Context: an optimization exercise on an open-source flow, tuned for small area. The choices shown serve that exercise and are no tape-out recipe. In this exercise RTL edits were held to simulation tests only and were not proved equivalent to the original. Power figures rest on the tool's default switching activity, not on a simulated workload.

==> flow/design.v <==
module LCD_WATCH(
RESETN,CLK,LCD_E,LCD_RS,LCD_RW,LCD_DATA,
COUNT_U,COUNT_D,COUNT,U,D,
OPTION,SW_A,ALARM,TIMER_END,ALR_ONOFF,SW_T,W_SELECT,P_1,P_1_2,P_2,SW_S);
input RESETN,CLK;
input COUNT_U,COUNT_D,U,D;
input [3:0]OPTION;
input SW_A,SW_T,SW_S;
input W_SELECT;
input [1:0]P_1;
input [1:0]P_1_2,P_2;
output LCD_E,LCD_RS,LCD_RW;
output [7:0] LCD_DATA;
output [3:0] COUNT;
output ALARM,TIMER_END;
output ALR_ONOFF;
reg LCD_RS;
reg [7:0] LCD_DATA;
reg u_l, u_e, d_l, d_e, cu_l, cu_e, cd_l, cd_e;
reg a_l, a_e, t_l, t_e, w_l, w_e;
reg [1:0] p1_l, p12_l, p2_l;
reg g1_inc, g2a_inc, g2b_inc;
always @(posedge CLK)
begin
	u_l <= U;        u_e <= U & ~u_l;
	d_l <= D;        d_e <= D & ~d_l;
	cu_l <= COUNT_U; cu_e <= COUNT_U & ~cu_l;
	cd_l <= COUNT_D; cd_e <= COUNT_D & ~cd_l;
	a_l <= SW_A;     a_e <= SW_A & ~a_l;
	t_l <= SW_T;     t_e <= SW_T & ~t_l;
	w_l <= W_SELECT; w_e <= W_SELECT & ~w_l;
	p1_l <= P_1;     g1_inc  <= |(P_1 & ~p1_l);
	p12_l <= P_1_2;  g2a_inc <= |(P_1_2 & ~p12_l);
	p2_l <= P_2;     g2b_inc <= |(P_2 & ~p2_l);
end
wire o0 = (OPTION == 4'd0);
wire o1 = (OPTION == 4'd1);
wire o2 = (OPTION == 4'd2);
wire o3 = (OPTION == 4'd3);
wire o6 = (OPTION == 4'd6);
wire o7 = (OPTION == 4'd7);
reg [1:0] cnt;
assign COUNT = {2'b00, cnt};
always @(negedge RESETN or posedge CLK)
	if (!RESETN) cnt <= 2'd0;
	else if (cu_e & ~cd_e) cnt <= cnt + 2'd1;
	else if (~cu_e & cd_e) cnt <= cnt - 2'd1;
wire cs1 = (cnt == 2'd1);
wire cs2 = (cnt == 2'd2);
wire cs3 = (cnt == 2'd3);
reg [4:0] u10;
reg [6:0] q100;
reg [5:0] sec, min;
reg [4:0] hour;
wire u_is9 = u10[4] & ~u10[3];
wire tick = u_is9 & (q100 == 7'h4B);
wire sec59 = (sec == 6'd59);
wire min59 = (min == 6'd59);
always @(negedge RESETN or posedge CLK)
	if (!RESETN) begin u10 <= 5'd0; q100 <= 7'd0; end
	else begin
		u10 <= {u10[3:0], ~u10[4]};
		if (u_is9) q100 <= (q100 == 7'h4B) ? 7'd0 : {q100[5:0], q100[6] ~^ q100[5]};
	end
wire s_up = tick | (u_e & cs1 & o0);
wire s_dn = d_e & cs1 & o0;
wire m_up = (tick & sec59) | (u_e & cs2 & o0);
wire m_dn = d_e & cs2 & o0;
wire h_up = (tick & sec59 & min59) | (u_e & cs3 & o0);
wire h_dn = d_e & cs3 & o0;
always @(negedge RESETN or posedge CLK)
	if (!RESETN) begin sec <= 0; min <= 0; hour <= 0; end
	else begin
		if (s_up) sec <= sec59 ? 6'd0 : sec + 6'd1;
		else if (s_dn) sec <= (sec == 0) ? 6'd59 : sec - 6'd1;
		if (m_up) min <= min59 ? 6'd0 : min + 6'd1;
		else if (m_dn) min <= (min == 0) ? 6'd59 : min - 6'd1;
		if (h_up) hour <= (hour == 5'd24) ? 5'd0 : hour + 5'd1;
		else if (h_dn) hour <= (hour == 0) ? 5'd23 : hour - 5'd1;
	end
reg alr_on, alr_s;
reg [4:0] hour_a;
reg [5:0] min_a;
assign ALR_ONOFF = alr_on;
assign ALARM = alr_s;
always @(posedge CLK) alr_s <= alr_on & (hour_a == hour) & (min_a == min);
always @(negedge RESETN or posedge CLK)
	if (!RESETN) begin alr_on <= 0; hour_a <= 0; min_a <= 0; end
	else begin
		alr_on <= alr_on ^ a_e;
		if (o1) begin
			if (u_e & cs2) hour_a <= (hour_a == 5'd24) ? 5'd0 : hour_a + 5'd1;
			else if (d_e & cs2) hour_a <= (hour_a == 0) ? 5'd23 : hour_a - 5'd1;
			else if (u_e & cs1) min_a <= (min_a == 6'd59) ? 6'd0 : min_a + 6'd1;
			else if (d_e & cs1) min_a <= (min_a == 0) ? 6'd59 : min_a - 6'd1;
		end
	end
reg t_on, t_s;
reg [5:0] t_sec, t_min;
reg [9:0] t_ms;
assign TIMER_END = t_s;
always @(posedge CLK) t_s <= t_on & (t_min == 0) & (t_sec == 0);
always @(negedge RESETN or posedge CLK)
	if (!RESETN) begin t_on <= 0; t_sec <= 0; t_min <= 0; t_ms <= 0; end
	else begin
		t_on <= t_on ^ t_e;
		if (!t_on) begin
			if (o2) begin
				if (u_e & cs1) t_sec <= (t_sec == 6'd60) ? 6'd0 : t_sec + 6'd1;
				else if (d_e & cs1) t_sec <= (t_sec == 0) ? 6'd59 : t_sec - 6'd1;
				else if (u_e & cs2) t_min <= (t_min == 6'd59) ? 6'd0 : t_min + 6'd1;
				else if (d_e & cs2) t_min <= (t_min == 0) ? 6'd59 : t_min - 6'd1;
			end
		end else begin
			if (t_ms != 10'h2B2) t_ms <= {t_ms[8:0], t_ms[9] ~^ t_ms[6]};
			else begin
				t_ms <= 0;
				if (t_sec != 0) t_sec <= t_sec - 6'd1;
				else if (t_min != 0) begin t_sec <= 6'd59; t_min <= t_min - 6'd1; end
			end
		end
	end
reg [6:0] day, year;
reg [3:0] month;
wire midnight = tick & sec59 & min59 & (hour == 5'd23);
wire d_up = midnight | (u_e & cs1 & o3);
wire d_dn = d_e & cs1 & o3;
wire mo_up = (midnight & (day == 7'd31)) | (u_e & cs2 & o3);
wire mo_dn = d_e & cs2 & o3;
wire y_up = (midnight & (day == 7'd31) & (month == 4'd12)) | (u_e & cs3 & o3);
wire y_dn = d_e & cs3 & o3;
wire m30 = (month == 4) | (month == 6) | (month == 9) | (month == 11);
wire p30 = (month == 5) | (month == 7) | (month == 10) | (month == 12);
wire [6:0] dlast_up = (month == 2) ? 7'd28 : m30 ? 7'd30 : 7'd31;
wire [6:0] dlast_dn = (month == 3) ? 7'd28 : p30 ? 7'd30 : 7'd31;
always @(negedge RESETN or posedge CLK)
	if (!RESETN) begin day <= 7'd15; month <= 4'd12; year <= 7'd20; end
	else begin
		if (d_up) day <= (day == dlast_up) ? 7'd1 : day + 7'd1;
		else if (d_dn) day <= (day == 7'd1) ? dlast_dn : day - 7'd1;
		if (mo_up) month <= (month == 4'd12) ? 4'd1 : month + 4'd1;
		else if (mo_dn) month <= (month == 4'd1) ? 4'd12 : month - 4'd1;
		if (y_up) year <= (year == 7'd99) ? 7'd1 : year + 7'd1;
		else if (y_dn) year <= (year == 7'd1) ? 7'd99 : year - 7'd1;
	end
reg [1:0] wc;
always @(negedge RESETN or posedge CLK)
	if (!RESETN) wc <= 0;
	else wc <= wc + {1'b0, w_e};
reg [4:0] hour_w;
always @(*)
begin
	case (wc)
	2'd0: hour_w = (hour < 5'd22) ? hour + 5'd2 : (hour == 5'd23) ? 5'd1 : 5'd0;
	2'd1: hour_w = (hour >= 5'd1) ? hour - 5'd1 : 5'd23;
	2'd2: hour_w = (hour >= 5'd14) ? hour - 5'd14 : hour + 5'd10;
	default: hour_w = (hour >= 5'd9) ? hour - 5'd9 : hour + 5'd15;
	endcase
end
wire [4:0] hour_ap = (hour > 5'd12 && hour < 5'd24) ? hour - 5'd12 : hour;
reg [10:0] sw_cc;   
reg [1:0] sw_mode;
reg [9:0] sw_ms;
reg [5:0] sw_sec, sw_min;
always @(posedge CLK)
	if (!SW_S) sw_cc <= 0;
	else if (sw_cc != 11'h02F) sw_cc <= {sw_cc[9:0], sw_cc[10] ~^ sw_cc[8]};
wire sw_long = (sw_cc == 11'h02F);
wire sw_short = (sw_cc != 0) & ~sw_long;
always @(negedge RESETN or posedge CLK)
	if (!RESETN) sw_mode <= 0;
	else if (sw_long) sw_mode <= 0;
	else if (sw_short) sw_mode <= (sw_mode == 2'd1) ? 2'd2 : (sw_mode == 2'd3) ? 2'd0 : 2'd1;
always @(negedge RESETN or posedge CLK)
	if (!RESETN) begin sw_ms <= 0; sw_sec <= 0; sw_min <= 0; end
	else if (sw_mode == 2'd1) begin
		if (sw_ms == 10'h2B2) begin
			sw_ms <= 0;
			sw_sec <= (sw_sec == 6'd59) ? 6'd0 : sw_sec + 6'd1;
			if (sw_sec == 6'd59) sw_min <= (sw_min == 6'd59) ? 6'd0 : sw_min + 6'd1;
		end else sw_ms <= {sw_ms[8:0], sw_ms[9] ~^ sw_ms[6]};
	end else if (sw_mode != 2'd2) begin
		sw_ms <= 0; sw_sec <= 0; sw_min <= 0;
	end
wire restart = P_1[1] & P_1[0] & P_1_2[1] & P_1_2[0];
reg [1:0] g1s;
reg [2:0] lvl;
reg [2:0] g1_s;      
reg [9:0] g1_ms;     
reg [5:0] g1_p;
wire g1_ms0 = (g1_ms == 10'd0);
wire g1_ms999 = (g1_ms == 10'h2B2);
wire g1_zero = (g1_s == 3'd0) & g1_ms0;
wire g1_le3000 = (g1_s < 3'd3) | ((g1_s == 3'd3) & g1_ms0);
wire g1_le5000 = (g1_s < 3'd5) | ((g1_s == 3'd5) & g1_ms0);
wire [5:0] lvl_cnt = {lvl, 3'b000} + {2'b00, lvl, 1'b0};   
wire g1_more = (lvl_cnt > g1_p);
wire [2:0] g1_s_inc = g1_ms999 ? g1_s + 3'd1 : g1_s;
wire [9:0] g1_ms_inc = g1_ms999 ? 10'd0 : {g1_ms[8:0], g1_ms[9] ~^ g1_ms[6]};
wire g1_c1_zero = (g1s == 2'd1) | g1_zero | (lvl[2] & lvl[1]);    
always @(negedge RESETN or posedge CLK)
	if (!RESETN) begin g1s <= 2'd1; lvl <= 3'd1; g1_s <= 0; g1_ms <= 0; end
	else if (!o6) begin
		g1s <= 2'd1; lvl <= 3'd1;
		if (g1s != 2'd1) begin g1_s <= 0; g1_ms <= 0; end
	end else begin
		case (g1s)
		2'd3: if (restart) g1s <= 2'd1;
		2'd2: if (restart) g1s <= 2'd1;
		2'd1: if (g1_le3000) begin g1_s <= g1_s_inc; g1_ms <= g1_ms_inc; end
		      else begin g1_s <= 0; g1_ms <= 0; g1s <= 2'd0; end
		default:
			if (lvl <= 3'd5) begin
				if (g1_le5000 & g1_more) begin g1_s <= g1_s_inc; g1_ms <= g1_ms_inc; end
				else if (g1_le5000) begin
					g1s <= (lvl == 3'd5) ? 2'd0 : 2'd1;
					lvl <= lvl + 3'd1;
					g1_s <= (lvl == 3'd5) ? g1_s_inc : 3'd0;
					g1_ms <= (lvl == 3'd5) ? g1_ms_inc : 10'd0;
				end else begin
					g1s <= 2'd2; lvl <= 3'd1; g1_s <= 0; g1_ms <= 0;
				end
			end else begin
				lvl <= 3'd1; g1_s <= 0; g1_ms <= 0; g1s <= 2'd3;
			end
		endcase
	end
reg g2_c1;           
wire g1_act = ~g1_c1_zero & o6;
wire g2_act = g2_c1 & o7;
always @(posedge CLK)
	if (g1_act) begin if (g1_inc) g1_p <= g1_p + 6'd1; end
	else if (g2_act) begin if (g2a_inc) g1_p <= g1_p + 6'd1; end
	else g1_p <= 0;
wire g1_ms1 = (g1_ms == 10'd1);
wire [2:0] g1_cd = (g1_ms0 || (g1_s == 3'd0 && g1_ms1) || g1_s >= 3'd5) ? 3'd0 : 3'd5 - g1_s;
wire [1:0] g1_c2d = (g1_ms999 || g1_zero || g1_s >= 3'd3) ? 2'd0 : 2'd3 - g1_s[1:0];
reg [1:0] g2s;
reg [1:0] g2_s;
reg [9:0] g2_ms;
reg [5:0] g2_p2;
wire [5:0] g2_p1 = g1_p;
reg [2:0] g2_loc;
reg [1:0] g2_cd;
wire g2_ms0 = (g2_ms == 10'd0);
wire g2_ms999 = (g2_ms == 10'h2B2);
wire g2_le3000 = (g2_s != 2'd3) | g2_ms0;
wire [3:0] g2_d = g2_p1[3:0] - g2_p2[3:0];
wire g2_out = (g2_d == 4'b1000);
wire g2_end = (g2_p1 == 6'd63) | (g2_p2 == 6'd63);
reg [2:0] g2_map;
always @(*)
begin
	case (g2_d)
	4'd9, 4'd10, 4'd11: g2_map = 3'd0;    
	4'd12, 4'd13:       g2_map = 3'd1;    
	4'd14, 4'd15:       g2_map = 3'd2;    
	4'd0:               g2_map = 3'd3;
	4'd1, 4'd2:         g2_map = 3'd4;
	4'd3, 4'd4:         g2_map = 3'd5;
	default:            g2_map = 3'd6;    
	endcase
end
always @(negedge RESETN or posedge CLK)
	if (!RESETN) begin g2s <= 0; g2_c1 <= 0; g2_s <= 0; g2_ms <= 0; end
	else if (!o7) begin
		g2s <= 0; g2_c1 <= 0;
	end else begin
		case (g2s)
		2'd2: if (restart) begin g2_c1 <= 0; g2s <= 0; end
		2'd0: if (g2_le3000) begin
		          g2_s <= g2_ms999 ? g2_s + 2'd1 : g2_s;
		          g2_ms <= g2_ms999 ? 10'd0 : {g2_ms[8:0], g2_ms[9] ~^ g2_ms[6]};
		      end else begin
		          g2_s <= 0; g2_ms <= 0; g2s <= 2'd1;
		      end
		2'd1: begin
		          g2_c1 <= 1'b1;
		          if (g2_end) begin g2s <= 2'd2; g2_c1 <= 1'b0; end
		          else if (g2_out) g2s <= 2'd2;
		      end
		default: begin g2_c1 <= 0; g2s <= 0; end
		endcase
	end
always @(posedge CLK)
	if (o7 & (g2s == 2'd0) & ~g2_le3000) g2_loc <= 3'd3;
	else if (o7 & (g2s == 2'd1) & ~g2_end & ~g2_out) g2_loc <= g2_map;
always @(posedge CLK)
	if (!g2_c1) g2_p2 <= 0;
	else if (g2b_inc) g2_p2 <= g2_p2 + 6'd1;
always @(posedge CLK)
	if (g2_ms999 || (g2_s == 2'd0 && g2_ms0) || g2_s == 2'd3) g2_cd <= 0;
	else g2_cd <= 2'd3 - g2_s;
assign LCD_E = u10[4];
wire en = ~u10[4] & u10[3];
parameter DELAY1 = 3'd0, DELAY2 = 3'd1, DELAY3 = 3'd2, FUNCTION_SET = 3'd3, DISP_ONOFF = 3'd4,
          ENTRY_MODE = 3'd5, LINE1 = 3'd6, LINE2 = 3'd7;
reg [2:0] st;
reg [4:0] lc2;
wire [4:0] c2lim = (st == DELAY3) ? 5'd8 : (st[2] & st[1]) ? 5'd20 : 5'd30;
wire c2end = (lc2 == c2lim);
always @(negedge RESETN or posedge CLK)
	if (!RESETN) begin st <= DELAY1; lc2 <= 0; end
	else if (en) begin
		lc2 <= c2end ? 5'd0 : lc2 + 5'd1;
		if (c2end) st <= (st == LINE2) ? LINE1 : st + 3'd1;
	end
wire [4:0] pos = lc2;
reg [6:0] cv;        
reg cz;              
reg [1:0] ck;        
reg [3:0] kc;        
always @(*)
begin
	cv = 7'd0; cz = 1'b0; ck = 2'd0; kc = 4'd10;
	case (OPTION)
	4'd0: case (pos)
		5'd4, 5'd5: begin cv = {2'b0, hour}; cz = (hour == 5'd24); ck = (pos == 5'd4) ? 2'd1 : 2'd2; end
		5'd6: kc = 4'd13;
		5'd7, 5'd8: begin cv = {1'b0, min}; ck = (pos == 5'd7) ? 2'd1 : 2'd2; end
		5'd10, 5'd11: begin cv = {1'b0, sec}; ck = (pos == 5'd10) ? 2'd1 : 2'd2; end
		5'd16: kc = {3'b000, alr_s};
		default: ;
		endcase
	4'd1: case (pos)
		5'd4, 5'd5: begin cv = {2'b0, hour_a}; cz = (hour_a == 5'd24); ck = (pos == 5'd4) ? 2'd1 : 2'd2; end
		5'd6: kc = 4'd13;
		5'd7, 5'd8: begin cv = {1'b0, min_a}; ck = (pos == 5'd7) ? 2'd1 : 2'd2; end
		default: ;
		endcase
	4'd2: case (pos)
		5'd4, 5'd5: begin cv = {1'b0, t_min}; ck = (pos == 5'd4) ? 2'd1 : 2'd2; end
		5'd6: kc = 4'd13;
		5'd7, 5'd8: begin cv = {1'b0, t_sec}; cz = (t_sec == 6'd60); ck = (pos == 5'd7) ? 2'd1 : 2'd2; end
		default: ;
		endcase
	4'd3: case (pos)
		5'd2: kc = 4'd2;
		5'd3: kc = 4'd0;
		5'd4, 5'd5: begin cv = year; ck = (pos == 5'd4) ? 2'd1 : 2'd2; end
		5'd7, 5'd8: begin cv = {3'b0, month}; ck = (pos == 5'd7) ? 2'd1 : 2'd2; end
		5'd10, 5'd11: begin cv = day; cz = (day > 7'd39); ck = (pos == 5'd10) ? 2'd1 : 2'd2; end
		default: ;
		endcase
	4'd4: case (pos)
		5'd4, 5'd5: begin cv = {2'b0, hour_w}; ck = (pos == 5'd4) ? 2'd1 : 2'd2; end
		5'd6: kc = 4'd13;
		5'd7, 5'd8: begin cv = {1'b0, min}; ck = (pos == 5'd7) ? 2'd1 : 2'd2; end
		5'd10, 5'd11: begin cv = {1'b0, sec}; ck = (pos == 5'd10) ? 2'd1 : 2'd2; end
		default: ;
		endcase
	4'd5: case (pos)
		5'd4, 5'd5: begin cv = {2'b0, hour_ap}; cz = (hour == 5'd24); ck = (pos == 5'd4) ? 2'd1 : 2'd2; end
		5'd6: kc = 4'd13;
		5'd7, 5'd8: begin cv = {1'b0, min}; ck = (pos == 5'd7) ? 2'd1 : 2'd2; end
		5'd10, 5'd11: begin cv = {1'b0, sec}; ck = (pos == 5'd10) ? 2'd1 : 2'd2; end
		5'd16: kc = 4'd0;
		default: ;
		endcase
	4'd6: if (g1s == 2'd0) case (pos)
		5'd1: kc = 4'd11;
		5'd2: kc = 4'd12;
		5'd4: kc = (lvl <= 3'd5) ? {1'b0, lvl} : 4'd0;
		5'd5: kc = 4'd0;
		5'd10, 5'd11: begin cv = {1'b0, g1_p}; ck = (pos == 5'd10) ? 2'd1 : 2'd2; end
		default: ;
		endcase
	4'd7: if (g2s == 2'd1) case (pos)
		5'd2, 5'd14: kc = 4'd0;
		5'd3, 5'd4: begin cv = {1'b0, g2_p1}; ck = (pos == 5'd3) ? 2'd1 : 2'd2; end
		5'd15, 5'd16: begin cv = {1'b0, g2_p2}; ck = (pos == 5'd15) ? 2'd1 : 2'd2; end
		default: ;
		endcase
	4'd8: case (pos)
		5'd4, 5'd5: begin cv = {1'b0, sw_min}; ck = (pos == 5'd4) ? 2'd1 : 2'd2; end
		5'd6: kc = 4'd13;
		5'd7, 5'd8: begin cv = {1'b0, sw_sec}; ck = (pos == 5'd7) ? 2'd1 : 2'd2; end
		default: ;
		endcase
	default: ;
	endcase
end
reg [7:0] bcd;
integer bi;
always @(*)
begin
	bcd = 8'd0;
	for (bi = 6; bi >= 0; bi = bi - 1) begin
		if (bcd[3:0] >= 4'd5) bcd[3:0] = bcd[3:0] + 4'd3;
		if (bcd[7:4] >= 4'd5) bcd[7:4] = bcd[7:4] + 4'd3;
		bcd = {bcd[6:0], cv[bi]};
	end
end
wire [3:0] num = (ck == 2'd0) ? kc : cz ? 4'd0 : (ck == 2'd1) ? bcd[7:4] : bcd[3:0];
function [7:0] dec;
	input [3:0] n;
	begin
		case (n)
		4'd0, 4'd1, 4'd2, 4'd3, 4'd4, 4'd5, 4'd6, 4'd7, 4'd8, 4'd9: dec = {4'b0011, n};
		4'd11: dec = 8'h47;
		4'd12: dec = 8'h4F;
		4'd13: dec = 8'h3A;
		default: dec = 8'h20;
		endcase
	end
endfunction
wire [7:0] data2 = dec(num);
reg [7:0] data1;
always @(*)
begin
	data1 = 8'h20;
	case (OPTION)
	4'd0: case (pos)
		2: data1 = "L"; 3: data1 = "C"; 4: data1 = "D"; 5: data1 = "_"; 6: data1 = "W";
		7: data1 = "A"; 8: data1 = "T"; 9: data1 = "C"; 10: data1 = "H";
		default: ;
		endcase
	4'd1: case (pos)
		2: data1 = "L"; 3: data1 = "C"; 4: data1 = "D"; 5: data1 = "_"; 6: data1 = "A";
		7: data1 = "L"; 8: data1 = "A"; 9: data1 = "R"; 10: data1 = "M";
		default: ;
		endcase
	4'd2: case (pos)
		2: data1 = "L"; 3: data1 = "C"; 4: data1 = "D"; 5: data1 = "_"; 6: data1 = "T";
		7: data1 = "I"; 8: data1 = "M"; 9: data1 = "E"; 10: data1 = "R";
		default: ;
		endcase
	4'd3: case (pos)
		2: data1 = "L"; 3: data1 = "C"; 4: data1 = "D"; 5: data1 = "_"; 6: data1 = "C";
		7: data1 = "A"; 8: data1 = "L"; 9: data1 = "E"; 10: data1 = "N"; 11: data1 = "D";
		12: data1 = "E"; 13: data1 = "R";
		default: ;
		endcase
	4'd4: case (wc)
		2'd0: case (pos) 2: data1 = "S"; 3: data1 = "Y"; 4: data1 = "D"; 5: data1 = "N"; 6: data1 = "E"; 7: data1 = "Y"; default: ; endcase
		2'd1: case (pos) 2: data1 = "B"; 3: data1 = "E"; 4: data1 = "I"; 5: data1 = "J"; 6: data1 = "I"; 7: data1 = "N"; 8: data1 = "G"; default: ; endcase
		2'd2: case (pos) 2: data1 = "N"; 3: data1 = "E"; 4: data1 = "W"; 5: data1 = "Y"; 6: data1 = "O"; 7: data1 = "R"; 8: data1 = "K"; default: ; endcase
		default: case (pos) 2: data1 = "L"; 3: data1 = "O"; 4: data1 = "N"; 5: data1 = "D"; 6: data1 = "O"; 7: data1 = "N"; default: ; endcase
		endcase
	4'd5: case (pos)
		2: data1 = "L"; 3: data1 = "C"; 4: data1 = "D"; 5: data1 = "_"; 6: data1 = "W";
		7: data1 = "A"; 8: data1 = "T"; 9: data1 = "C"; 10: data1 = "H";
		12: data1 = (hour >= 5'd12) ? "P" : "A";
		13: data1 = "M";
		default: ;
		endcase
	4'd6: case (g1s)
		2'd0: case (pos)   
			2: data1 = "L"; 3: data1 = "E"; 4: data1 = "V"; 5: data1 = "E"; 6: data1 = "L";
			8: data1 = {5'b00110, lvl};
			10: data1 = "T"; 11: data1 = "I"; 12: data1 = "M"; 13: data1 = "E";
			14: data1 = {5'b00110, g1_cd};
			default: ;
			endcase
		2'd1: case (pos)   
			2: data1 = "R"; 3: data1 = "E"; 4: data1 = "A"; 5: data1 = "D"; 6: data1 = "Y";
			8: data1 = {6'b001100, g1_c2d};
			default: ;
			endcase
		2'd2: case (pos)   
			7: data1 = "F"; 8: data1 = "A"; 9: data1 = "I"; 10: data1 = "L";
			default: ;
			endcase
		default: case (pos)   
			3: data1 = "C"; 4: data1 = "L"; 5: data1 = "E"; 6: data1 = "A"; 7: data1 = "R";
			9: data1 = "R"; 10: data1 = "E"; 11: data1 = "P"; 12: data1 = "L"; 13: data1 = "A";
			14: data1 = "Y"; 15: data1 = "?";
			default: ;
			endcase
		endcase
	4'd7: case (g2s)
		2'd0: case (pos)   
			3: data1 = "R"; 4: data1 = "E"; 5: data1 = "A"; 6: data1 = "D"; 7: data1 = "Y";
			9: data1 = (g2_cd == 2'd0) ? 8'h20 : {6'b001100, g2_cd};
			default: ;
			endcase
		2'd1: case (pos)
			2: data1 = "1"; 3: data1 = "P"; 5: data1 = 8'h7C;
			6: data1 = (g2_loc == 3'd0) ? 8'hBB : 8'h20;
			7: data1 = (g2_loc == 3'd1) ? 8'hBB : 8'h20;
			8: data1 = (g2_loc == 3'd2) ? 8'hBB : 8'h20;
			9: data1 = (g2_loc == 3'd3) ? 8'h7C : 8'h20;
			10: data1 = (g2_loc == 3'd4) ? 8'hBC : 8'h20;
			11: data1 = (g2_loc == 3'd5) ? 8'hBC : 8'h20;
			12: data1 = (g2_loc == 3'd6) ? 8'hBC : 8'h20;
			13: data1 = 8'h7C; 15: data1 = "2"; 16: data1 = "P";
			default: ;
			endcase
		2'd2: case (pos)   
			3: data1 = "G"; 4: data1 = "A"; 5: data1 = "M"; 6: data1 = "E";
			8: data1 = "O"; 9: data1 = "V"; 10: data1 = "E"; 11: data1 = "R";
			default: ;
			endcase
		default: ;
		endcase
	4'd8: case (pos)
		1: data1 = "S"; 2: data1 = "T"; 3: data1 = "O"; 4: data1 = "P"; 5: data1 = "_";
		6: data1 = "W"; 7: data1 = "A"; 8: data1 = "T"; 9: data1 = "C"; 10: data1 = "H";
		default: ;
		endcase
	default: ;
	endcase
end
assign LCD_RW = (st < FUNCTION_SET) | ((st == FUNCTION_SET) & (lc2 == 5'd0));
always @(negedge RESETN or posedge CLK)
	if (!RESETN) begin LCD_RS <= 1'b1; LCD_DATA <= 8'h00; end
	else if (en) begin
		case (st)
		FUNCTION_SET: begin LCD_RS <= 0; LCD_DATA <= 8'h3C; end
		DISP_ONOFF:   begin LCD_RS <= 0; LCD_DATA <= 8'h0C; end
		ENTRY_MODE:   begin LCD_RS <= 0; LCD_DATA <= 8'h06; end
		LINE1: begin
			if (lc2 == 0) begin LCD_RS <= 0; LCD_DATA <= 8'h80; end
			else begin LCD_RS <= 1; LCD_DATA <= data1; end
		end
		LINE2: begin
			if (lc2 == 0) begin LCD_RS <= 0; LCD_DATA <= 8'hC0; end
			else begin LCD_RS <= 1; LCD_DATA <= data2; end
		end
		default: begin LCD_RS <= 1; LCD_DATA <= 8'h00; end
		endcase
	end
endmodule
==> flow/flow/run.sh <==
#!/bin/bash
# Layout flow. 1) the standard synthesis (standard.sh synth), with Yosys's adder
# extraction off (ADDER_MAP_FILE empty). 2) The combinational logic of that netlist is
# re-mapped with a stronger ABC script (flow/remap.ys, flow/deep.abc, three seeds, the
# smallest kept); every register
# keeps its cell and name. 3) the standard layout (standard.sh) on that netlist,
# with clock-tree synthesis told to add no dummy loads and to use clkbuf_2 buffers, and
# the ports buffered with buf_1 cells.
# Each tool's full output goes to its own log file in this folder.
set -euo pipefail
W=$PWD
LIB=$FLOW_HOME/platforms/sky130hd/lib/sky130_fd_sc_hd__tt_025C_1v80.lib
bash standard.sh ADDER_MAP_FILE= synth > synth_std.log 2>&1
cp orfs/results/sky130hd/LCD_WATCH/base/1_2_yosys.v synth_std.v
# three re-mappings with different ABC seeds, run side by side; the smallest valid one is kept
for S in 0 1 2; do
  mkdir -p remap$S
  sed "s|SEED|$S|" flow/deep.abc > remap$S/deep.abc
  sed "s|LIBFILE|$LIB|g; s|OUTDIR|remap$S|g" flow/remap.ys > remap$S/remap.ys
  ( yosys -s remap$S/remap.ys > remap$S/remap.log 2>&1 || true ) &
done
wait
cp synth_std.v synth_remap.v
BEST=""
BESTA=""
for S in 0 1 2; do
  if [[ -s remap$S/net.v && -s remap$S/stat.txt ]] && ! grep -q '^ *reg ' remap$S/net.v; then
    A=$(grep 'Chip area' remap$S/stat.txt | awk '{print $NF}')
    if [[ -z "$BESTA" ]] || awk -v a="$A" -v b="$BESTA" 'BEGIN{exit !(a<b)}'; then BEST=$S; BESTA=$A; fi
  fi
done
echo "chosen re-mapping: ${BEST:-none (standard netlist)} area ${BESTA:-}" > remap_choice.log
if [[ -n "$BEST" ]]; then cp remap$BEST/net.v synth_remap.v; fi
mv orfs orfs_std
bash standard.sh ADDER_MAP_FILE= SYNTH_NETLIST_FILES=$W/synth_remap.v \
  "CTS_ARGS=-sink_clustering_enable -repair_clock_nets -dont_use_dummy_load -buf_list sky130_fd_sc_hd__clkbuf_2" \
  "BUFFER_PORTS_ARGS=-buffer_cell sky130_fd_sc_hd__buf_1" finish > layout.log 2>&1
==> flow/flow/deep.abc <==
strash
ifraig
scorr
dc2
strash
&get -n
&deepsyn -T 300 -S SEED
&dch -f
&nf -R 1000
&put
==> flow/flow/remap.ys <==
# Re-map the combinational logic of the standard synthesis netlist (synth_std.v) with a
# stronger ABC script. Registers and their output nets keep their cells and names.
read_liberty -ignore_miss_func LIBFILE
blackbox sky130_fd_sc_hd__df*
blackbox sky130_fd_sc_hd__edf*
blackbox sky130_fd_sc_hd__sdf*
blackbox sky130_fd_sc_hd__dl*
blackbox sky130_fd_sc_hd__conb_1
read_verilog synth_std.v
hierarchy -top LCD_WATCH
flatten
rename -hide w:_*_.*
opt
abc -script OUTDIR/deep.abc -liberty LIBFILE -dont_use sky130_fd_sc_hd__lpflow_bleeder_1 -dont_use sky130_fd_sc_hd__lpflow_clkbufkapwr_1 -dont_use sky130_fd_sc_hd__lpflow_clkbufkapwr_16 -dont_use sky130_fd_sc_hd__lpflow_clkbufkapwr_2 -dont_use sky130_fd_sc_hd__lpflow_clkbufkapwr_4 -dont_use sky130_fd_sc_hd__lpflow_clkbufkapwr_8 -dont_use sky130_fd_sc_hd__lpflow_clkinvkapwr_1 -dont_use sky130_fd_sc_hd__lpflow_clkinvkapwr_16 -dont_use sky130_fd_sc_hd__lpflow_clkinvkapwr_2 -dont_use sky130_fd_sc_hd__lpflow_clkinvkapwr_4 -dont_use sky130_fd_sc_hd__lpflow_clkinvkapwr_8 -dont_use sky130_fd_sc_hd__lpflow_decapkapwr_12 -dont_use sky130_fd_sc_hd__lpflow_decapkapwr_3 -dont_use sky130_fd_sc_hd__lpflow_decapkapwr_4 -dont_use sky130_fd_sc_hd__lpflow_decapkapwr_6 -dont_use sky130_fd_sc_hd__lpflow_decapkapwr_8 -dont_use sky130_fd_sc_hd__lpflow_inputiso0n_1 -dont_use sky130_fd_sc_hd__lpflow_inputiso0p_1 -dont_use sky130_fd_sc_hd__lpflow_inputiso1n_1 -dont_use sky130_fd_sc_hd__lpflow_inputiso1p_1 -dont_use sky130_fd_sc_hd__lpflow_inputisolatch_1 -dont_use sky130_fd_sc_hd__lpflow_isobufsrc_1 -dont_use sky130_fd_sc_hd__lpflow_isobufsrc_16 -dont_use sky130_fd_sc_hd__lpflow_isobufsrc_2 -dont_use sky130_fd_sc_hd__lpflow_isobufsrc_4 -dont_use sky130_fd_sc_hd__lpflow_isobufsrc_8 -dont_use sky130_fd_sc_hd__lpflow_isobufsrckapwr_16 -dont_use sky130_fd_sc_hd__lpflow_lsbuf_lh_hl_isowell_tap_1 -dont_use sky130_fd_sc_hd__lpflow_lsbuf_lh_hl_isowell_tap_2 -dont_use sky130_fd_sc_hd__lpflow_lsbuf_lh_hl_isowell_tap_4 -dont_use sky130_fd_sc_hd__lpflow_lsbuf_lh_isowell_4 -dont_use sky130_fd_sc_hd__lpflow_lsbuf_lh_isowell_tap_1 -dont_use sky130_fd_sc_hd__lpflow_lsbuf_lh_isowell_tap_2 -dont_use sky130_fd_sc_hd__lpflow_lsbuf_lh_isowell_tap_4 -dont_use sky130_fd_sc_hd__probe_p_8 -dont_use sky130_fd_sc_hd__probec_p_8 
opt_clean
hilomap -hicell sky130_fd_sc_hd__conb_1 HI -locell sky130_fd_sc_hd__conb_1 LO
insbuf -buf sky130_fd_sc_hd__buf_4 A X
opt_clean
tee -o OUTDIR/stat.txt stat -liberty LIBFILE
write_verilog -noattr -nohex -nodec OUTDIR/net.v
==> flow/standard.sh <==
#!/bin/bash
# synth_recipe.tcl (not shown) runs the flow's synth.tcl, then flattens the netlist and writes it again
# the make line also repeats each setting of config.mk as NAME=value (left out here)
make -C /OpenROAD-flow-scripts/flow DESIGN_CONFIG=/design/flow/config.mk WORK_HOME=/design/flow/orfs CLKGATE_MAP_FILE= SYNTH_SCRIPT=/design/flow/synth_recipe.tcl "${@:-finish}"
==> flow/config.mk <==
export PLATFORM = sky130hd
export DESIGN_NAME = LCD_WATCH
export DESIGN_NICKNAME = LCD_WATCH
export VERILOG_FILES = /design/flow/design.v
export SDC_FILE = /design/flow/constraint.sdc
export NUM_CORES = 4
export LEC_CHECK = 0
export ABC_AREA = 1
export CAP_MARGIN = 20
export CORE_MARGIN = 2
export CORE_UTILIZATION = 40
export SLEW_MARGIN = 20
==> flow/constraint.sdc <==
create_clock -name core_clock -period 10.0 [get_ports {CLK}]
set_input_delay 2.0000 -clock core_clock [delete_from_list [all_inputs] [get_ports {CLK}]]
set_output_delay 2.0000 -clock core_clock [all_outputs]
set_load 0.01 [all_outputs]
==> results of run 1 <==
[per-stage QoR]
step                utilization, %  area [sq um]  setup slack, ps  hold slack (ps)
finish                        44.2         13100             3280              355
global route                  44.2         13100             2680              358
CTS                           44.2         13100             3500              357
detailed placement            43.2         12800             2610              335
global placement              43.2         12800             2740              334
floorplan                        -         12100             3950              331
[cell type report]
cell class              instances  area share (%)
multi-input cells            1161            51.4
flip-flops and latches        213            39.2
clock buffers                  58            2.22
repair buffers                 52            2.01
inverters                      48            1.37
diodes                          1          0.0191
well taps                     390            3.72
[layer usage]
metal | wire, microns | GRT usage, % | up-vias
met4 | 1550 | 10.9 | 0
met2 | 18600 | 41.0 | 551
li1 | - | - | 5489
met3 | 3160 | 4.76 | 98
met1 | 17100 | 34.3 | 5605
met5 | 0 | 0 | -
[power by group]
| group | internal, mW | switching [mW] |
|---|---|---|
| Sequential | 1.03 | 0.297 |
| Clock | 0.150 | 0.323 |
| Combinational | 0.283 | 0.334 |
[how the worst max path moves through the flow]
stage | startpoint | endpoint | slack, ps | cells past startpoint
floorplan | OPTION[2] | LCD_DATA[6] | 3950 | 22
global placement | OPTION[0] | LCD_DATA[6] | 2740 | 23
detailed placement | OPTION[0] | LCD_DATA[6] | 2610 | 23
CTS | OPTION[0] | LCD_DATA[6] | 3500 | 23
global route | OPTION[0] | LCD_DATA[6] | 2680 | 21
finish | OPTION[0] | LCD_DATA[6] | 3280 | 21
[registers in the layout, summed over array words and instances, names as in the netlist, 6 cells and up]
register  count
min_a         6
g2_p2         6
t_min         6
sw_sec        6
sw_min        6
min           6
q100          7
sw_cc        11
day           7
sec           6
sw_ms        10
t_sec         6
t_ms         10
year          7
LCD_DATA      8
g1_ms        10
g2_ms        10
g1_p          6
[critical path, cell delays in order]
cell	delay, ps
buf_1	470
nand2b_1	270
and2_0	370
nand2_1	370
nor2_1	140
o21ai_0	190
a21oi_1	130
a2111oi_0	780
nand3_1	250
o21ai_0	410
o221ai_1	310
xnor2_1	370
a211oi_1	120
a21oi_1	240
nor2_1	100
and3_1	170
o22ai_1	190
and2_0	220
o21ai_0	100
a31oi_1	160
nor2_1	50
==> out/metrics.yaml, run 1 <==
power_and_ir_drop:
  power_mw: 2.42
  leakagePower_nw: 5.27
  ir_worst_vdd_uv: 118
  power_density_mw_per_mm2: 184
clocking:
  clockRootBuffer: "clkbuf_2"
  clk_path_buf_depth: 3
  htree_levels: 2
  cts_buffers: 58
  cts-resized-gates: 0
  cts_tree: "yes"
  cts_sinks: 213
  clk_pin_slew_ps: 90
  insertion_delay_ps: 890
  cts_hold_buf: 0
  post-cts-setup-buffers: 0
global_route:
  grt_max_degree: 74
  grt_pass1_vias: 11100
  grt_remaining_overflow: 0
  globalRouteTotalUtil_pct: 25.8
  antenna_found_initial: 1
  grt_pass1_wl_microns: 63500
layout:
  finalNetCount: 1554
  ff_latch_area_sq_mm: 0.00514
  layout_common_cells: "182 x nor2_1, 160 x nand2_1, 149 x dfrtp_1, 104 x o21ai_0, 94 x a21oi_1"
  final_common_cell: "nor2_1"
  final_cell_count_no_fill: 1923
  fillers: 3053
  multi_input_area_sq_mm: 0.00674
  layout-drive-gt1-share_pct: 5.74
  synthToLayoutAreaGrowth_pct: 8.60
timing:
  drv_slew: 0
  worst_pin_slew_ps: 1020
  post-route-period-util_pct: 67.2
  setup_viol: 0
  slew_headroom_pct: 31.9
  finalSetupTns_ps: 0
  fmax_mhz: 149
  finalHoldViolCount: 0
  period_needed_ps: 6720
  finClkSkew_ps: 69.1
  rsz0062_at_grt: "no"
synthesis:
  synth_cells: 1423
  synth.cell_area_sq_mm: 0.0121
  yosys_warnings: 0
  avgSynthCellArea_sq_um: 8.48
drt:
  viasPerCell: 6.11
  dr_total_vias: 11700
  drt-pass1-iter-count: 10
  avgRoutedWirePerCell_microns: 21.0
  routed_wl_microns: 40400
  ant_nets: 0
  drc_errors: 0
  drt-initial-drc-count: 1282
min_path:
  min_from: "u10[1]"
  hold_class: "reg2reg"
  hold_depth: 0
  holdPathEnd: "u10[2]"
worst_setup_path:
  r2r-end: "LCD_DATA[6]"
  cp.arrival_ps: 7440
  ff2ff_setup_slack_ps: 3890
  critPathCaptureType: "flop"
  worstRegToRegCells: 21
  cp_max_fo: 14
  crit_type: "in2reg"
  start_kind: "primary input"
  cp.required_ps: 10720
  r2r_start: "lc2[2]"
floorplan:
  core_area_sq_mm: 0.0296
  die-width_microns: 178
  num_rows: 63
  fp.dieH_microns: 178
  die_area_sq_mm: 0.0316
  io_pins: 38
  start_util_pct: 40.7
placement:
  post-dp-hpwl_microns: 30000
  gp_congestion: 0.992
  portBuffers: 35
  dp_cells: 1864
flow_run:
  maxCapViolations: 0
run_status:
  outcome: "no timing/DRC/antenna violations"
==> inputs of run 2 (changes only) <==
--- a/flow/design.v
+++ b/flow/design.v
@@ -149,12 +149,5 @@
 	else wc <= wc + {1'b0, w_e};
-reg [4:0] hour_w;
-always @(*)
-begin
-	case (wc)
-	2'd0: hour_w = (hour < 5'd22) ? hour + 5'd2 : (hour == 5'd23) ? 5'd1 : 5'd0;
-	2'd1: hour_w = (hour >= 5'd1) ? hour - 5'd1 : 5'd23;
-	2'd2: hour_w = (hour >= 5'd14) ? hour - 5'd14 : hour + 5'd10;
-	default: hour_w = (hour >= 5'd9) ? hour - 5'd9 : hour + 5'd15;
-	endcase
-end
+wire [4:0] w_off = (wc == 2'd0) ? 5'd2 : (wc == 2'd1) ? 5'd23 : (wc == 2'd2) ? 5'd10 : 5'd15;
+wire [5:0] w_sum = {1'b0, hour} + {1'b0, w_off};
+wire [4:0] hour_w = ((wc == 2'd0) && (hour == 5'd24)) ? 5'd0 : (w_sum >= 6'd24) ? w_sum[4:0] - 5'd24 : w_sum[4:0];
 wire [4:0] hour_ap = (hour > 5'd12 && hour < 5'd24) ? hour - 5'd12 : hour;
--- a/flow/flow/run.sh
+++ b/flow/flow/run.sh
@@ -7,3 +7,3 @@
 # with clock-tree synthesis told to add no dummy loads and to use clkbuf_2 buffers, and
-# the ports buffered with buf_1 cells.
+# the ports buffered with buf_1 cells (clkbuf_4 instead if the clock-pin slew is high).
 # Each tool's full output goes to its own log file in this folder.
@@ -37 +37,10 @@
   "BUFFER_PORTS_ARGS=-buffer_cell sky130_fd_sc_hd__buf_1" finish > layout.log 2>&1
+RES=$W/orfs/results/sky130hd/LCD_WATCH/base LIB=$LIB openroad -no_init -exit flow/slew.tcl > slew.log 2>&1 || true
+SL=$(grep MAXCLKSLEW slew.log | awk '{print $2}')
+if [[ -z "$SL" ]] || awk -v s="$SL" 'BEGIN{exit !(s > 0.112)}'; then
+  mv orfs orfs_clkbuf2
+  rm -f out/final.def
+  bash standard.sh ADDER_MAP_FILE= SYNTH_NETLIST_FILES=$W/synth_remap.v \
+    "CTS_ARGS=-sink_clustering_enable -repair_clock_nets -dont_use_dummy_load -buf_list sky130_fd_sc_hd__clkbuf_4" \
+    "BUFFER_PORTS_ARGS=-buffer_cell sky130_fd_sc_hd__buf_1" finish > layout_clkbuf4.log 2>&1
+fi
==> flow/flow/slew.tcl (new file) <==
# largest slew at a flip-flop clock pin of the final layout (ns), printed as MAXCLKSLEW
set R $::env(RES)
read_liberty $::env(LIB)
read_db $R/6_final.odb
read_sdc $R/6_final.sdc
read_spef $R/6_final.spef
set_propagated_clock [all_clocks]
set mx 0
foreach p [get_pins -hierarchical */CLK] {
  set s [get_property $p slew_max]
  if {$s > $mx} { set mx $s }
}
puts "MAXCLKSLEW $mx"
==> out/metrics.yaml, run 2 <==
run_status:
  outcome: "no timing/DRC/antenna violations"
power_and_ir_drop:
  leakagePower_nw: 5.23  # -0.78%
  power_density_mw_per_mm2: 200  # +8.3%
  power_mw: 2.64  # +9.0%
  ir_worst_vdd_uv: 139  # +18%
timing:
  finalSetupTns_ps: 0  # unchanged
  setup_viol: 0  # unchanged
  drv_slew: 0  # unchanged
  worst_pin_slew_ps: 1120  # +95.7 ps
  finalHoldViolCount: 0  # unchanged
  post-route-period-util_pct: 67.0  # -0.24 points
  finClkSkew_ps: 87.3  # +18.2 ps
  hold_slack_ps: 347  # -7.32 ps
  rsz0062_at_grt: "no"
  fmax_mhz: 149  # +0.36%
  slew_headroom_pct: 24.8  # -7.1 points
  period_needed_ps: 6700  # -23.9 ps
placement:
  dp_cells: 1855  # -0.48%
  portBuffers: 35  # unchanged
  post-dp-hpwl_microns: 29200  # -2.8%
  gp_congestion: 1.02  # +2.5%
floorplan:
  fp.dieH_microns: 177  # -0.22%
  die_area_sq_mm: 0.0314  # -0.44%
  start_util_pct: 40.5  # -0.19 points
  die-width_microns: 177  # -0.22%
  num_rows: 63  # unchanged
  io_pins: 38  # unchanged
  core_area_sq_mm: 0.0296  # unchanged
global_route:
  grt_remaining_overflow: 0  # unchanged
  grt_pass1_wl_microns: 62900  # -0.95%
  grt_max_degree: 75  # +1.4%
  antenna_found_initial: 1  # unchanged
  globalRouteTotalUtil_pct: 25.6  # -0.12 points
  grt_pass1_vias: 11100  # -0.27%
drt:
  wl_met2_microns: 17900  # -3.7%
  m1WireLength_microns: 17000  # -0.90%
  highest_layer: "met4"
  ant_nets: 0  # unchanged
  viasPerCell: 6.12  # +0.26%
  drc_errors: 0  # unchanged
  avgRoutedWirePerCell_microns: 20.6  # -1.8%
  wl_met3_microns: 2650  # -16%
  dr_total_vias: 11700  # -0.26%
  routed_wl_microns: 39500  # -2.3%
  drt-initial-drc-count: 1136  # -11%
  drt-pass1-iter-count: 6  # -4
clocking:
  clk_path_buf_depth: 3  # unchanged
  cts_sinks: 213  # unchanged
  cts_tree: "yes"
  cts_hold_buf: 0  # unchanged
  htree_levels: 2  # unchanged
  cts-resized-gates: 0  # unchanged
  insertion_delay_ps: 730  # -160 ps
  cts_buffers: 57  # -1.7%
  post-cts-setup-buffers: 0  # unchanged
  clk_pin_slew_ps: 60  # -30 ps
  clockRootBuffer: "clkbuf_4"
worst_setup_path:
  cp_max_fo: 16  # +2
  slowest_stage: "nor2_1"
  worst_path_most_repeated_cell: "nor2_1"
  crit_type: "in2reg"
  crit_path_cell_trace: "buf_1 > nand2b_1 > or2_0 > nor2_1 > a22oi_1 > a21oi_1 > nor2_1 > o21ai_0 > nor2_1 > or2_0 > nor3_1 > nor2_1 > nand2_1 > nand2b_1 > a21oi_1 > a211oi_1 > o21ai_0 > and2_0 > or2_0 > nor2_1 > o311ai_0 > a21oi_1 > o211ai_1"
  cp.required_ps: 10570  # -150 ps
  cp.arrival_ps: 7260  # -180 ps
  start_kind: "primary input"
  critPathCaptureType: "flop"
  cp_slowest_stage_delay_ps: 710  # -70 ps
layout:
  layout-drive-gt1-share_pct: 5.72  # -0.028 points
  top_register: "sw_cc"
  largest_reg_flops: 11  # unchanged
  synthToLayoutAreaGrowth_pct: 9.80
  fillers: 3042  # -0.36%
  layout_common_cells: "190 x nand2_1, 161 x nor2_1, 149 x dfrtp_1, 89 x o21ai_0, 87 x a21oi_1"
  finalNetCount: 1544  # -0.64%
  final_common_cell: "nand2_1"
  final_cell_count_no_fill: 1913  # -0.52%
synthesis:
  synth_cells: 1413  # -0.70%
  avgSynthCellArea_sq_um: 8.50  # +0.25%
  yosys_warnings: 0  # unchanged
  synth.cell_area_sq_mm: 0.0120  # -0.46%
min_path:
  hold_class: "reg2reg"
flow_run:
  maxCapViolations: 0  # unchanged
-- run 2: metrics by stage --
step           setup WS (ps)  util, %  area (sq um)
2_1_floorplan           4320        -         12000
3_3_place_gp            3150     43.0         12800
3_5_place_dp            2800     43.0         12800
4_1_cts                 3490     44.5         13200
5_1_grt                 2820     44.5         13200
6_report                3300     44.5         13200
-- run 2: final timing paths --
| path | startpoint | endpoint | slack (ps) | depth (start not counted) |
|---|---|---|---|---|
| max | OPTION[1] | LCD_DATA[0] | 3300 | 23 |
| max reg2reg | lc2[1] | LCD_DATA[0] | 4750 | 23 |
| min in group asynchronous | RESETN | q100[2] | 1260 | 1 |
| min | u10[2] | u10[3] | 350 | 0 |
| max in group asynchronous | RESETN | min_a[3] | 7420 | 2 |
| min reg2reg | u10[2] | u10[3] | 350 | 0 |
-- run 2: power breakdown --
group | leakage (nW) | internal (mW) | switching (mW)
Clock | 0.262 | 0.256 | 0.315
Combinational | 2.48 | 0.317 | 0.376
Sequential | 2.49 | 1.04 | 0.332
Total | 5.23 | 1.61 | 1.02
-- run 2: critical path: cells and delay by family --
family          cells  cell delay, ps
simple gates       13            2600
compound gates      9            2110
buf+inv             1             540
-- run 2: layout make-up --
cell class	count	area [sq um]	share of cell area, %
timing repair buffer	53	270	2.05
tap	390	488	3.70
antenna	1	2.50	0.0190
multi-input combinational	1153	6690	50.7
sequential	213	5140	39.0
inverter	46	173	1.31
clock buffer	57	428	3.24
-- run 2: per-layer routing --
layer | global-route usage [%] | vias to the layer above
li1 | - | 5476
met1 | 34.2 | 5613
met2 | 40.5 | 495
met3 | 4.41 | 128
met4 | 12.2 | 0
met5 | 0 | -
==> inputs of run 3 (changes only) <==
--- a/flow/flow/run.sh
+++ b/flow/flow/run.sh
@@ -6,4 +6,5 @@
 # keeps its cell and name. 3) the standard layout (standard.sh) on that netlist,
-# with clock-tree synthesis told to add no dummy loads and to use clkbuf_2 buffers, and
-# the ports buffered with buf_1 cells (clkbuf_4 instead if the clock-pin slew is high).
+# with clock-tree synthesis told to add no dummy loads and to use clkbuf_2 buffers in
+# clusters at most 50 um across, and
+# the ports buffered with buf_1 cells (clkbuf_2/clkbuf_4 if the clock-pin slew is high).
 # Each tool's full output goes to its own log file in this folder.
@@ -35,3 +36,3 @@
 bash standard.sh ADDER_MAP_FILE= SYNTH_NETLIST_FILES=$W/synth_remap.v \
-  "CTS_ARGS=-sink_clustering_enable -repair_clock_nets -dont_use_dummy_load -buf_list sky130_fd_sc_hd__clkbuf_2" \
+  "CTS_ARGS=-sink_clustering_enable -repair_clock_nets -dont_use_dummy_load -buf_list sky130_fd_sc_hd__clkbuf_2 -sink_clustering_max_diameter 50" \
   "BUFFER_PORTS_ARGS=-buffer_cell sky130_fd_sc_hd__buf_1" finish > layout.log 2>&1
@@ -43,3 +44,3 @@
   bash standard.sh ADDER_MAP_FILE= SYNTH_NETLIST_FILES=$W/synth_remap.v \
-    "CTS_ARGS=-sink_clustering_enable -repair_clock_nets -dont_use_dummy_load -buf_list sky130_fd_sc_hd__clkbuf_4" \
+    "CTS_ARGS=-sink_clustering_enable -repair_clock_nets -dont_use_dummy_load -buf_list sky130_fd_sc_hd__clkbuf_2 sky130_fd_sc_hd__clkbuf_4" \
     "BUFFER_PORTS_ARGS=-buffer_cell sky130_fd_sc_hd__buf_1" finish > layout_clkbuf4.log 2>&1
==> out/metrics.yaml, run 3 <==
clocking:
  cts_hold_buf: 0  # unchanged
  clk_pin_slew_ps: 90  # +30 ps
  cts_sinks: 213  # unchanged
  clk_path_buf_depth: 3  # unchanged
  htree_levels: 2  # unchanged
  clockRootBuffer: "clkbuf_2"
  insertion_delay_ps: 880  # +150 ps
  cts-resized-gates: 0  # unchanged
  cts_tree: "yes"
  post-cts-setup-buffers: 0  # unchanged
  cts_buffers: 57  # unchanged
timing:
  finClkSkew_ps: 153  # +65.8 ps
  slew_headroom_pct: 27.4  # +2.5 points
  post-route-period-util_pct: 64.4  # -2.6 points
  finalSetupTns_ps: 0  # unchanged
  fmax_mhz: 155  # +4.0%
  rsz0062_at_grt: "no"
  worst_pin_slew_ps: 1080  # -35.8 ps
  drv_slew: 0  # unchanged
  fin_ws_ps: 3560  # +258 ps
  setup_viol: 0  # unchanged
  period_needed_ps: 6440  # -258 ps
  finalHoldViolCount: 0  # unchanged
placement:
  placed_area_sq_mm: 0.0128  # +0.25%
  gp_congestion: 0.993  # -2.4%
  pre_cts_ws_ps: 3020  # +221 ps
  portBuffers: 35  # unchanged
  post-dp-hpwl_microns: 30600  # +4.8%
worst_setup_path:
  worstRegToRegCells: 21  # -8.7%
  crit_path_cell_trace: "buf_1 > nand2b_1 > nor2_1 > nand2_1 > o21ai_0 > buf_4 > a222oi_1 > o211ai_1 > a31oi_1 > o21ai_0 > nor2_1 > or2_0 > a22oi_1 > nor3_1 > a21o_1 > or2_0 > o21ai_0 > a21oi_1 > nor4_1 > nand2_1 > nand3_1 > a21boi_0"
  path_buf_inv: 2  # +1
  worst_path_most_repeated_cell: "o21ai_0"
  cp_max_fo: 16  # unchanged
  crit_type: "in2reg"
  cp.required_ps: 10650  # +80 ps
  path_delay_family: "simple AND/OR/NAND/NOR gates"
  cp_slowest_stage_delay_ps: 620  # -90 ps
  slowest_stage: "nor2_1"
  path_depth: 22  # -4.3%
  start_kind: "primary input"
  cp.arrival_ps: 7090  # -170 ps
  critPathCaptureType: "flop"
floorplan:
  die-width_microns: 177  # about the same
  fp.dieH_microns: 177  # about the same
  core_area_sq_mm: 0.0296  # unchanged
  start_util_pct: 40.5  # about the same
  die_area_sq_mm: 0.0314  # about the same
  num_rows: 63  # unchanged
  io_pins: 38  # unchanged
drt:
  routed_wl_microns: 41200  # +4.4%
  dr_total_vias: 11800  # +0.86%
  drt-initial-drc-count: 1325  # +17%
  drc_errors: 0  # unchanged
  viasPerCell: 6.16  # +0.55%
  drt-pass1-iter-count: 6  # unchanged
  avgRoutedWirePerCell_microns: 21.5  # +4.1%
  ant_nets: 0  # unchanged
synthesis:
  synth_cells: 1416  # +0.21%
  yosys_warnings: 0  # unchanged
  avgSynthCellArea_sq_um: 8.49  # -0.17%
  synth.cell_area_sq_mm: 0.0120  # about the same
global_route:
  antenna_found_initial: 2  # +1
  grt_pass1_wl_microns: 64600  # +2.7%
  grt_pass1_vias: 11300  # +1.9%
  globalRouteTotalUtil_pct: 26.7  # +1.1 points
  grt_max_degree: 65  # -13%
  grt_remaining_overflow: 0  # unchanged
layout:
  top_register: "sw_cc"
  largest_reg_flops: 11  # unchanged
  finalNetCount: 1550  # +0.39%
  fin_area_sq_mm: 0.0131  # -0.83%
  layout-drive-gt1-share_pct: 5.96  # +0.24 points
  final_common_cell: "nor2_1"
  layout_common_cells: "175 x nor2_1, 153 x nand2_1, 149 x dfrtp_1, 117 x a21oi_1, 85 x o21ai_0"
  synthToLayoutAreaGrowth_pct: 8.84
  post-route-util_pct: 44.1  # -0.37 points
power_and_ir_drop:
  power_density_mw_per_mm2: 179  # -11%
  ir_worst_vdd_uv: 94.8  # -32%
  leakagePower_nw: 5.21  # -0.48%
flow_run:
  maxCapViolations: 0  # unchanged
run_status:
  outcome: "no timing/DRC/antenna violations"
min_path:
  hold_depth: 1  # +1
  hold_class: "reg2reg"
run 3: cell types whose count changed in the layout (fill, tap and decap cells not counted), moves of 6 or more:
cell | previous run | this run
nor2_1 | 161 | 175
o21bai_1 | 1 | 7
nor4_1 | 23 | 14
nor3_1 | 55 | 62
clkbuf_4 | 58 | 1
and3_1 | 13 | 19
a21oi_1 | 87 | 117
clkbuf_2 | 0 | 57
nand3_1 | 50 | 60
nand2_1 | 190 | 153
a32oi_1 | 9 | 2
run 3: layer usage:
metal | track usage, % | up-vias | share of wire [%]
met5 | 0 | - | 0.029
met4 | 10.9 | 2 | 3.5
met1 | 36.5 | 5708 | 44
li1 | - | 5514 | -
met3 | 6.60 | 105 | 8.7
met2 | 40.4 | 484 | 44
run 3: area by class of cell:
| cell class | instances | area [sq um] |
|---|---|---|
| Fill cell | 3060 | 16600 |
| Multi-Input combinational cell | 1160 | 6710 |
| Sequential cell | 213 | 5140 |
| Tap cell | 390 | 488 |
| Timing Repair Buffer | 56 | 293 |
| Clock buffer | 57 | 285 |
| Inverter | 42 | 158 |
| Antenna cell | 1 | 2.50 |
run 3: power breakdown:
group	total (mW)	switching (mW)	internal, mW
Clock	0.468	0.321	0.148
Sequential	1.31	0.286	1.02
Combinational	0.561	0.306	0.256
run 3: worst paths after layout:
check / slack, ps / startpoint / end
setup / recovery: 3560 / OPTION[2] / LCD_DATA[5]
hold / removal: 340 / w_l / w_e
setup reg to reg: 4560 / lc2[3] / LCD_DATA[5]
hold reg to reg: 340 / w_l / w_e
max in group asynchronous: 7450 / RESETN / g2_ms[5]
min in group asynchronous: 1180 / RESETN / hour_a[4]
run 3: through the flow:
stage,std cells,hold slack [ps],power (mW)
2_1_floorplan,1417,331,1.65
3_3_place_gp,1861,334,1.86
3_5_place_dp,1861,336,1.88
4_1_cts,1918,357,2.36
5_1_grt,1919,323,2.51
6_report,1919,344,2.34
==> inputs of run 4 (changes only) <==
--- a/flow/design.v
+++ b/flow/design.v
@@ -16,3 +16,2 @@
 output ALR_ONOFF;
-reg LCD_RS;
 reg [7:0] LCD_DATA;
@@ -50,2 +49,7 @@
 wire cs3 = (cnt == 2'd3);
+function [6:0] pm1;
+	input [6:0] x;
+	input dn;
+	pm1 = x + {dn, dn, dn, dn, dn, dn, 1'b1};
+endfunction
 reg [4:0] u10;
@@ -73,8 +77,5 @@
 	else begin
-		if (s_up) sec <= sec59 ? 6'd0 : sec + 6'd1;
-		else if (s_dn) sec <= (sec == 0) ? 6'd59 : sec - 6'd1;
-		if (m_up) min <= min59 ? 6'd0 : min + 6'd1;
-		else if (m_dn) min <= (min == 0) ? 6'd59 : min - 6'd1;
-		if (h_up) hour <= (hour == 5'd24) ? 5'd0 : hour + 5'd1;
-		else if (h_dn) hour <= (hour == 0) ? 5'd23 : hour - 5'd1;
+		if (s_up | s_dn) sec <= (s_up & sec59) ? 6'd0 : (~s_up & (sec == 0)) ? 6'd59 : pm1({1'b0, sec}, ~s_up);
+		if (m_up | m_dn) min <= (m_up & min59) ? 6'd0 : (~m_up & (min == 0)) ? 6'd59 : pm1({1'b0, min}, ~m_up);
+		if (h_up | h_dn) hour <= (h_up & (hour == 5'd24)) ? 5'd0 : (~h_up & (hour == 0)) ? 5'd23 : pm1({2'b0, hour}, ~h_up);
 	end
@@ -138,8 +139,5 @@
 	else begin
-		if (d_up) day <= (day == dlast_up) ? 7'd1 : day + 7'd1;
-		else if (d_dn) day <= (day == 7'd1) ? dlast_dn : day - 7'd1;
-		if (mo_up) month <= (month == 4'd12) ? 4'd1 : month + 4'd1;
-		else if (mo_dn) month <= (month == 4'd1) ? 4'd12 : month - 4'd1;
-		if (y_up) year <= (year == 7'd99) ? 7'd1 : year + 7'd1;
-		else if (y_dn) year <= (year == 7'd1) ? 7'd99 : year - 7'd1;
+		if (d_up | d_dn) day <= (d_up & (day == dlast_up)) ? 7'd1 : (~d_up & (day == 7'd1)) ? dlast_dn : pm1(day, ~d_up);
+		if (mo_up | mo_dn) month <= (mo_up & (month == 4'd12)) ? 4'd1 : (~mo_up & (month == 4'd1)) ? 4'd12 : pm1({3'b0, month}, ~mo_up);
+		if (y_up | y_dn) year <= (y_up & (year == 7'd99)) ? 7'd1 : (~y_up & (year == 7'd1)) ? 7'd99 : pm1(year, ~y_up);
 	end
@@ -496,19 +494,21 @@
 end
+assign LCD_RS = ~((LCD_DATA == 8'h3C) | (LCD_DATA == 8'h0C) | (LCD_DATA == 8'h06) |
+                  (LCD_DATA == 8'h80) | (LCD_DATA == 8'hC0));
 assign LCD_RW = (st < FUNCTION_SET) | ((st == FUNCTION_SET) & (lc2 == 5'd0));
 always @(negedge RESETN or posedge CLK)
-	if (!RESETN) begin LCD_RS <= 1'b1; LCD_DATA <= 8'h00; end
+	if (!RESETN) LCD_DATA <= 8'h00;
 	else if (en) begin
 		case (st)
-		FUNCTION_SET: begin LCD_RS <= 0; LCD_DATA <= 8'h3C; end
-		DISP_ONOFF:   begin LCD_RS <= 0; LCD_DATA <= 8'h0C; end
-		ENTRY_MODE:   begin LCD_RS <= 0; LCD_DATA <= 8'h06; end
+		FUNCTION_SET: LCD_DATA <= 8'h3C;
+		DISP_ONOFF:   LCD_DATA <= 8'h0C;
+		ENTRY_MODE:   LCD_DATA <= 8'h06;
 		LINE1: begin
-			if (lc2 == 0) begin LCD_RS <= 0; LCD_DATA <= 8'h80; end
-			else begin LCD_RS <= 1; LCD_DATA <= data1; end
+			if (lc2 == 0) LCD_DATA <= 8'h80;
+			else LCD_DATA <= data1;
 		end
 		LINE2: begin
-			if (lc2 == 0) begin LCD_RS <= 0; LCD_DATA <= 8'hC0; end
-			else begin LCD_RS <= 1; LCD_DATA <= data2; end
+			if (lc2 == 0) LCD_DATA <= 8'hC0;
+			else LCD_DATA <= data2;
 		end
-		default: begin LCD_RS <= 1; LCD_DATA <= 8'h00; end
+		default: LCD_DATA <= 8'h00;
 		endcase
--- a/flow/flow/run.sh
+++ b/flow/flow/run.sh
@@ -6,5 +6,4 @@
 # keeps its cell and name. 3) the standard layout (standard.sh) on that netlist,
-# with clock-tree synthesis told to add no dummy loads and to use clkbuf_2 buffers in
-# clusters at most 50 um across, and
-# the ports buffered with buf_1 cells (clkbuf_2/clkbuf_4 if the clock-pin slew is high).
+# with clock-tree synthesis told to add no dummy loads and to use clkbuf_2 buffers, and
+# the ports buffered with buf_1 cells.
 # Each tool's full output goes to its own log file in this folder.
@@ -36,12 +35,3 @@
 bash standard.sh ADDER_MAP_FILE= SYNTH_NETLIST_FILES=$W/synth_remap.v \
-  "CTS_ARGS=-sink_clustering_enable -repair_clock_nets -dont_use_dummy_load -buf_list sky130_fd_sc_hd__clkbuf_2 -sink_clustering_max_diameter 50" \
+  "CTS_ARGS=-sink_clustering_enable -repair_clock_nets -dont_use_dummy_load -buf_list sky130_fd_sc_hd__clkbuf_2" \
   "BUFFER_PORTS_ARGS=-buffer_cell sky130_fd_sc_hd__buf_1" finish > layout.log 2>&1
-RES=$W/orfs/results/sky130hd/LCD_WATCH/base LIB=$LIB openroad -no_init -exit flow/slew.tcl > slew.log 2>&1 || true
-SL=$(grep MAXCLKSLEW slew.log | awk '{print $2}')
-if [[ -z "$SL" ]] || awk -v s="$SL" 'BEGIN{exit !(s > 0.112)}'; then
-  mv orfs orfs_clkbuf2
-  rm -f out/final.def
-  bash standard.sh ADDER_MAP_FILE= SYNTH_NETLIST_FILES=$W/synth_remap.v \
-    "CTS_ARGS=-sink_clustering_enable -repair_clock_nets -dont_use_dummy_load -buf_list sky130_fd_sc_hd__clkbuf_2 sky130_fd_sc_hd__clkbuf_4" \
-    "BUFFER_PORTS_ARGS=-buffer_cell sky130_fd_sc_hd__buf_1" finish > layout_clkbuf4.log 2>&1
-fi
removed: flow/flow/slew.tcl
==> out/metrics.yaml, run 4 <==
worst_setup_path:
  cp.required_ps: 10650  # about the same
  cp.arrival_ps: 7320  # +230 ps
  crit_type: "in2reg"
  start_kind: "primary input"
  critPathCaptureType: "flop"
drt:
  drc_errors: 0  # unchanged
  viasPerCell: 6.04  # -2.0%
  avgRoutedWirePerCell_microns: 20.5  # -4.6%
  drt-initial-drc-count: 1324  # -0.075%
  drt-pass1-iter-count: 8  # +2
  ant_nets: 0  # unchanged
  dr_total_vias: 11600  # -1.9%
clocking:
  clockRootBuffer: "clkbuf_2"
  cts_hold_buf: 0  # unchanged
  insertion_delay_ps: 850  # -30 ps
  post-cts-setup-buffers: 0  # unchanged
  htree_levels: 2  # unchanged
  clk_path_buf_depth: 3  # unchanged
  cts-resized-gates: 0  # unchanged
  clk_pin_slew_ps: 100  # about the same
  cts_tree: "yes"
  cts_buffers: 58  # +1.8%
global_route:
  grt_pass1_vias: 11000  # -2.6%
  antenna_found_initial: 1  # -1
  grt_remaining_overflow: 0  # unchanged
  grt_pass1_wl_microns: 62800  # -2.9%
  grt_max_degree: 78  # +20%
  globalRouteTotalUtil_pct: 25.4  # -1.3 points
timing:
  rsz0062_at_grt: "no"
  period_needed_ps: 6670  # +236 ps
  setup_viol: 0  # unchanged
  post-route-period-util_pct: 66.7  # +2.4 points
  hold_slack_ps: 351  # +6.48 ps
  finClkSkew_ps: 124  # -29.0 ps
  fmax_mhz: 150  # -3.5%
  finalSetupTns_ps: 0  # unchanged
  slew_headroom_pct: 32.9  # +5.5 points
  drv_slew: 0  # unchanged
  finalHoldViolCount: 0  # unchanged
  worst_pin_slew_ps: 997  # -83.9 ps
  fin_ws_ps: 3330  # -236 ps
placement:
  dp_cells: 1861  # unchanged
  portBuffers: 35  # unchanged
  gp_congestion: 1.02  # +2.2%
  post-dp-hpwl_microns: 29400  # -3.8%
  pre_cts_ws_ps: 2750  # -270 ps
layout:
  largest_reg_flops: 11  # unchanged
  final_cell_count_no_fill: 1920  # +0.052%
  finalNetCount: 1551  # +0.065%
  synthToLayoutAreaGrowth_pct: 8.64
  top_register: "sw_cc"
  layout-drive-gt1-share_pct: 5.69  # -0.27 points
  layout_common_cells: "178 x nor2_1, 160 x nand2_1, 149 x dfrtp_1, 110 x a21oi_1, 87 x o21ai_0"
  fillers: 3073  # +0.42%
  final_common_cell: "nor2_1"
synthesis:
  yosys_warnings: 0  # unchanged
  avgSynthCellArea_sq_um: 8.49  # about the same
  synth_cells: 1419  # +0.21%
  synth.cell_area_sq_mm: 0.0120  # +0.25%
floorplan:
  fp.dieH_microns: 178  # +0.12%
  die_area_sq_mm: 0.0315  # +0.24%
  core_area_sq_mm: 0.0296  # unchanged
  start_util_pct: 40.6  # +0.10 points
  die-width_microns: 178  # +0.12%
  num_rows: 63  # unchanged
flow_run:
  maxCapViolations: 0  # unchanged
power_and_ir_drop:
  ir_worst_vdd_uv: 129  # +36%
  power_density_mw_per_mm2: 175  # -2.1%
  leakagePower_nw: 5.19  # -0.28%
min_path:
  hold_class: "reg2reg"
run_status:
  outcome: "no timing/DRC/antenna violations"
-- run 4: cell count changes in the layout (fill, tap and decap cells not counted), sizes merged, moves of 5 or more --
| cell | delta |
|---|---|
| a21oi | -7 |
| a221oi | -16 |
| a31oi | -6 |
| nand2 | +7 |
| nand3 | -11 |
| nor2b | +6 |
| o22ai | -8 |
| or2 | -5 |
| xnor2 | +10 |
-- run 4: power by group --
group / leakage (nW) / internal [mW] / switching [mW]
clock network: 0.241 / 0.150 / 0.309
registers: 2.48 / 1.01 / 0.262
logic: 2.47 / 0.255 / 0.306
-- run 4: final cells by class --
class / instances / area (sq um) / area share [%]
antenna: 1 / 2.50 / 0.0191
sequential: 212 / 5110 / 39.1
clock buffer: 58 / 290 / 2.22
multi-input combinational: 1161 / 6760 / 51.6
inverter: 45 / 169 / 1.29
tap: 390 / 488 / 3.73
timing repair buffer: 53 / 270 / 2.07
-- run 4: worst max-delay path: stages --
cell and delay [ps]:
buf_1 550, clkinv_1 280, nand2_1 220, nor2_1 190, nand2_1 130, nor2_1 60, a31oi_1 210, nand2_1 220
a2111oi_1 970, and4_1 340, nand2b_1 100, nand2_1 90, o21ai_0 110, o21ai_0 350, mux2i_1 190, o21a_1 200
a21oi_1 180, nor2_1 90, nor2_1 210, xor2_1 100, o221a_1 270, xnor2_1 170, a21oi_1 90
-- run 4: per-layer routing --
layer,wire length [microns],up-vias,track usage [%]
li1,-,5462,-
met1,16800,5506,34.1
met2,17800,502,39.7
met3,3140,118,4.97
met4,1630,0,11.2
met5,0,-,0
-- run 4: final timing paths --
path / slack [ps] / endpoint / depth (start not counted) / startpoint
setup / recovery: 3330 / LCD_DATA[1] / 23 / OPTION[0]
hold / removal: 350 / u10[1] / 0 / u10[0]
setup reg to reg: 4310 / LCD_DATA[1] / 23 / lc2[3]
hold reg to reg: 350 / u10[1] / 0 / u10[0]
max in group asynchronous: 7550 / g2_ms[2] / 2 / RESETN
min in group asynchronous: 1050 / t_ms[7] / 1 / RESETN
-- run 4: stage by stage --
| stage | total power [mW] | cell area [sq um] | utilization, % |
|---|---|---|---|
| 4_1_cts | 2.31 | 13100 | 44.1 |
| 6_report | 2.29 | 13100 | 44.2 |
| 3_5_place_dp | 1.84 | 12800 | 43.2 |
| 2_1_floorplan | 1.63 | 12100 | - |
| 5_1_grt | 2.47 | 13100 | 44.2 |
| 3_3_place_gp | 1.83 | 12800 | 43.2 |
